What follows belongs to an exercise in optimizing a design on an open flow for small area, a short achievable clock period and few clock cycles; a production flow would make more cautious choices. At most, simulation tests tie the RTL to the original design; equivalence was not proved. No activity file was given, so power comes from the tool's default toggle rates.

==> flow/design.v (excerpt) <==
module MyDesign(
      output reg        dut_busy                   ,
      input  wire       dut_run                    ,
      input  wire       reset_b                    ,
      input  wire       clk                        ,
      output            input_sram_write_enable    ,
      output     [11:0] input_sram_write_addresss  ,
      output     [15:0] input_sram_write_data      ,
      output     [11:0] input_sram_read_address    ,
      input wire [15:0] input_sram_read_data       ,
      output reg        output_sram_write_enable    ,
      output reg [11:0] output_sram_write_addresss  ,
      output reg [15:0] output_sram_write_data      ,
      output     [11:0] output_sram_read_address    ,
      input wire [15:0] output_sram_read_data       ,
      output            scratchpad_sram_write_enable    ,
      output     [11:0] scratchpad_sram_write_addresss  ,
      output     [15:0] scratchpad_sram_write_data      ,
      output     [11:0] scratchpad_sram_read_address    ,
      input wire [15:0] scratchpad_sram_read_data       ,
      output            weights_sram_write_enable    ,
      output     [11:0] weights_sram_write_addresss  ,
      output     [15:0] weights_sram_write_data      ,
      output reg [11:0] weights_sram_read_address    ,
      input wire [15:0] weights_sram_read_data
);
Settings: LEC_CHECK=0, CAP_MARGIN=20, CORE_MARGIN=2, CORE_UTILIZATION=60, CTS_BUF_LIST=sky130_fd_sc_hd__clkbuf_4 sky130_fd_sc_hd__clkbuf_8, PLACE_DENSITY=0.75, SLEW_MARGIN=20; clock period 13.0 ns.
run.sh (not shown) runs the stock make flow with config.mk's settings and CLKGATE_MAP_FILE= SYNTH_SCRIPT=/design/flow/synth_recipe.tcl, a recipe that flattens the netlist after the stock synthesis.
Then changed:
Settings changed: CORE_UTILIZATION 60 to 40, CTS_BUF_LIST sky130_fd_sc_hd__clkbuf_4 sky130_fd_sc_hd__clkbuf_8 to not set, PLACE_DENSITY 0.75 to not set.
Outcome: Clock power grows by 14%. Flip-flop and latch count stays the same. Global-route usage shrinks by 12 points. Synthesized area stays the same. Sequential power barely changes. Worst setup slack gets better by 0.058 ns. Wire length shrinks by 4.0%.
No run of this note included a check of the RTL's function; only the layout flow was run.

* * *

Starting RTL as in the previous note.
==> flow/config.mk <==
export PLATFORM = sky130hd
export DESIGN_NAME = MyDesign
export DESIGN_NICKNAME = MyDesign
export VERILOG_FILES = /design/flow/design.v
export SDC_FILE = /design/flow/constraint.sdc
export NUM_CORES = 4
export LEC_CHECK = 0
export CAP_MARGIN = 60
export CORE_MARGIN = 2
export CORE_UTILIZATION = 40
export CTS_CLUSTER_DIAMETER = 100
export CTS_CLUSTER_SIZE = 30
export SLEW_MARGIN = 60
==> flow/constraint.sdc <==
create_clock -name core_clock -period 13.0 [get_ports {clk}]
set_input_delay 2.6000 -clock core_clock [delete_from_list [all_inputs] [get_ports {clk}]]
set_output_delay 2.6000 -clock core_clock [all_outputs]
set_load 0.01 [all_outputs]
standard.sh (not shown) runs the stock make flow with config.mk's settings and CLKGATE_MAP_FILE= SYNTH_SCRIPT=/design/flow/synth_recipe.tcl, a recipe that flattens the netlist after the stock synthesis.
==> flow/flow/run.sh <==
#!/bin/bash
# Own layout flow: the standard flow (standard.sh) with two changes.
#  1. After the standard synthesis, fa_polarity.py chooses each full adder's polarity (a full
#     adder is self-dual) and swaps simple gates for their complements, so that most of the
#     inverters Yosys leaves between the adders of the multiplier tree go away. Registers and
#     their cells are untouched; the netlist computes the same function.
#  2. Ports are buffered with sky130_fd_sc_hd__buf_4 (one buffer per port, as the standard
#     flow does) instead of the buffer buffer_ports picks by itself.
# Each step's full output goes to a log file in the work folder.
set -euo pipefail
W=$PWD
RES=$W/orfs/results/${FLOW_PLATFORM}/MyDesign/base
bash standard.sh synth > 1_std_synth.log 2>&1
cp "$RES/1_2_yosys.v" 1_2_yosys.standard.v
python3 flow/fa_polarity.py 1_2_yosys.standard.v 1_2_yosys.polarity.v --size '^\\x[0-2][0-2]\[=sky130_fd_sc_hd__dfxtp_2' '^\\(addr|waddr|output_sram_write|dut_busy)=sky130_fd_sc_hd__dfxtp_2' > 2_fa_polarity.log 2>&1
cp 1_2_yosys.polarity.v "$RES/1_2_yosys.v"
rm -f "$RES/1_synth.odb" "$RES/1_synth.sdc"
bash standard.sh synth > 3_std_synth_odb.log 2>&1
bash standard.sh "BUFFER_PORTS_ARGS=-buffer_cell sky130_fd_sc_hd__buf_4" finish > 4_std_layout.log 2>&1
Other scripts of this flow, unchanged in this note and not shown: flow/flow/fa_polarity.py
Edit:
--- a/flow/flow/run.sh
+++ b/flow/flow/run.sh
@@ -15 +15 @@
-python3 flow/fa_polarity.py 1_2_yosys.standard.v 1_2_yosys.polarity.v --size '^\\x[0-2][0-2]\[=sky130_fd_sc_hd__dfxtp_2' '^\\(addr|waddr|output_sram_write|dut_busy)=sky130_fd_sc_hd__dfxtp_2' > 2_fa_polarity.log 2>&1
+python3 flow/fa_polarity.py 1_2_yosys.standard.v 1_2_yosys.polarity.v --size '^\\x[0-2][0-2]\[=sky130_fd_sc_hd__dfxtp_2' '^\\(addr|output_sram_write|dut_busy)=sky130_fd_sc_hd__dfxtp_2' > 2_fa_polarity.log 2>&1
Settings changed: CTS_CLUSTER_DIAMETER 100 to unset, CTS_CLUSTER_SIZE 30 to unset.
After rerunning: Via count rises by 2.0%. Register-to-register slack gains 30 ps. Setup slack improved by 30 ps. Global-route usage grows by 0.22 points.
Function was not checked in any run of this note: the RTL went through the layout flow alone.

* * *

## try-nickel
MyDesign, a different RTL version from the one above (not shown whole).
Size in the first run: ~2,500 cells after synthesis, roughly 0.030 mm² of cells after synthesis.
==> flow/config.mk <==
export PLATFORM = sky130hd
export DESIGN_NAME = MyDesign
export DESIGN_NICKNAME = MyDesign
export VERILOG_FILES = /design/flow/design.v
export SDC_FILE = /design/flow/constraint.sdc
export NUM_CORES = 4
export LEC_CHECK = 0
export CAP_MARGIN = 60
export CORE_MARGIN = 2
export CORE_UTILIZATION = 55
export CTS_CLUSTER_DIAMETER = 100
export CTS_CLUSTER_SIZE = 25
export PLACE_DENSITY = 0.7
export SLEW_MARGIN = 60
==> flow/constraint.sdc <==
create_clock -name core_clock -period 13.0 [get_ports {clk}]
set_input_delay 2.6000 -clock core_clock [delete_from_list [all_inputs] [get_ports {clk}]]
set_output_delay 2.6000 -clock core_clock [all_outputs]
set_load 0.01 [all_outputs]
==> flow/flow/run.sh <==
#!/bin/bash
# Own layout flow: the standard flow (standard.sh) with two changes.
#  1. After the standard synthesis, fa_polarity.py chooses each full adder's polarity (a full
#     adder is self-dual) and swaps simple gates for their complements, so that most of the
#     inverters Yosys leaves between the adders of the multiplier tree go away. Registers and
#     their cells are untouched; the netlist computes the same function.
#  2. Ports are buffered with sky130_fd_sc_hd__buf_4 (one buffer per port, as the standard
#     flow does) instead of the buffer buffer_ports picks by itself.
# Each step's full output goes to a log file in the work folder.
set -euo pipefail
W=$PWD
RES=$W/orfs/results/${FLOW_PLATFORM}/MyDesign/base
bash standard.sh synth > 1_std_synth.log 2>&1
cp "$RES/1_2_yosys.v" 1_2_yosys.standard.v
python3 flow/fa_polarity.py 1_2_yosys.standard.v 1_2_yosys.polarity.v --size '^\\x[0-2][0-2]\[=sky130_fd_sc_hd__dfxtp_2' '^\\(addr|waddr|output_sram_write|dut_busy)=sky130_fd_sc_hd__dfxtp_2' > 2_fa_polarity.log 2>&1
cp 1_2_yosys.polarity.v "$RES/1_2_yosys.v"
rm -f "$RES/1_synth.odb" "$RES/1_synth.sdc"
bash standard.sh synth > 3_std_synth_odb.log 2>&1
bash standard.sh "BUFFER_PORTS_ARGS=-buffer_cell sky130_fd_sc_hd__buf_4" finish > 4_std_layout.log 2>&1
Other scripts of this flow, unchanged in this note and not shown: flow/flow/fa_polarity.py
try-nickel closes out successfully: all stages finished, all timing, DRC and antenna checks passed.
Testbench counts of try-nickel, summed over its fixed seeds: cycles 72,146.
Input changes introduced in try-raven (baseline for comparison: try-nickel):
Settings: clearing PLACE_DENSITY, which used to be 0.7; swapping 55 for 40 in CORE_UTILIZATION.
## What came out
The area growth from synthesis to layout reported for try-raven is greater than that of try-nickel by 1.0 points.
Part of the cycle the worst path needs of try-raven is on par with try-nickel.
The clock period minus worst slack of try-raven was inferior to that of try-nickel.
> inputs changed (try-raven -> try-garnet)
Settings: an added GPL_TIMING_DRIVEN of 1.
--- outcome ---
- try-garnet did not stop at any stage, and its layout met the timing, DRC and antenna checks.
- Diff try-raven -> try-garnet: worst slew margin relative to its limit did not really move; final worst setup slack went down; global-route usage went down.
- Summary of try-garnet over try-raven: routed wire length -2.2%, final core utilization was more or less identical, clock group share of total power essentially unchanged, detail-routed net length per standard cell dropped 0.51 µm, clock buffer count shows a reduction of 5.1%.
- ~same share of the clock period used by the worst path after layout in try-garnet and try-raven
Edits applied to the flow inputs when going from try-garnet to try-xenon:
Settings: GPL_TIMING_DRIVEN no longer set, was 1; CTS_CLUSTER_SIZE now 40, was 25; CTS_CLUSTER_DIAMETER now 60, was 100; CTS_BUF_LIST now sky130_fd_sc_hd__clkbuf_16 sky130_fd_sc_hd__clkbuf_8, previously not set.
### Flow results
Of try-xenon and try-garnet, the run reporting the lower post-layout instance area was try-garnet.
try-xenon vs try-garnet — number of signal-net buffers in the layout rose about 3%.
For the routed length on met3, try-xenon came in 720 µm lower than try-garnet did.
NOTE: final-layout clock buffer total in try-xenon falls short of that of try-garnet
Overall power consumption of try-xenon exceeds that of try-garnet by a few percent.
Changes observed in try-xenon relative to try-garnet: worst-case hold slack roughly the same; global-route usage over all layers roughly the same.
try-xenon has signed area change from the synthesized netlist to the final layout above what try-garnet had.
NOTE reported leakage power try-garnet->try-xenon increased by a few percent
Edits applied to the flow inputs when going from try-xenon to try-willow:
Settings: CTS_CLUSTER_DIAMETER: 60 -> 100; CTS_BUF_LIST: sky130_fd_sc_hd__clkbuf_16 sky130_fd_sc_hd__clkbuf_8 -> unset; CORE_UTILIZATION: 40 -> 55; CAP_MARGIN: 60 -> 45; SLEW_MARGIN: 60 -> 45; CTS_CLUSTER_SIZE: 40 -> 25; PLACE_DENSITY: unset -> 0.7.
Notes after the runs:
- try-willow closes out successfully: all stages finished, all timing, DRC and antenna checks passed.
- Between try-willow and try-xenon, it is try-willow whose clock skew is higher, by 0.023 ns.
- Total power: try-willow vs try-xenon down 0.29 mW
- Number of signal-net inverters in the final layout came out exactly the same in try-willow and try-xenon.
- Of try-willow and try-xenon, it is try-willow that has the higher global-route usage over all layers.

-- separate check: timing with driven ports --
The results above use ideal ports. As a check the final layouts listed here were re-extracted and re-timed, cells and wires unchanged. Step 1 (the two cells are an assumption about what drives the block):
set clk [get_ports {clk}]
set_driving_cell -lib_cell sky130_fd_sc_hd__clkbuf_16 $clk
set_driving_cell -lib_cell sky130_fd_sc_hd__buf_2 [delete_from_list [all_inputs] $clk]
Step 2 moves the port delays by t, midway between the first and last clock arrival at a register: inputs arrive t later, outputs are due t later. That takes back most of the time a late clock gives input paths. Three values: ideal, step 1, step 2; two values: the first two.
run	shift t [ns]	setup WS [ns]	worst hold slack (ns)	worst setup path after step 2
the first run of note 1	0.743	8.592 / 8.533 / 8.113	0.325 / 0.325 / 0.325	input to register
the second run of note 1	0.665	8.651 / 8.590 / 8.511	0.327 / 0.327 / 0.327	input to register
the first run of note 2	0.664	9.069 / 9.069 / 8.944	0.333 / 0.333 / 0.333	input to register
the second run of note 2	0.672	9.099 / 9.052 / 8.959	0.325 / 0.325 / 0.325	input to register
try-nickel	0.662	9.204 / 9.144 / 8.952	0.335 / 0.335 / 0.335	input to register
try-raven	0.656	9.191 / 9.134 / 8.916	0.323 / 0.323 / 0.323	input to register
try-garnet	0.657	9.172 / 9.116 / 8.924	0.333 / 0.333 / 0.333	input to register
try-xenon	0.699	9.137 / 9.079 / 8.900	0.335 / 0.335 / 0.335	input to register
try-willow	0.655	9.176 / 9.152 / 8.933	0.299 / 0.299 / 0.299	input to register
After both steps every run listed still meets setup and hold. For the first run of note 1, which loses most, drivers alone change the setup slack by -0.059 ns; drivers and shift together by -0.479 ns.
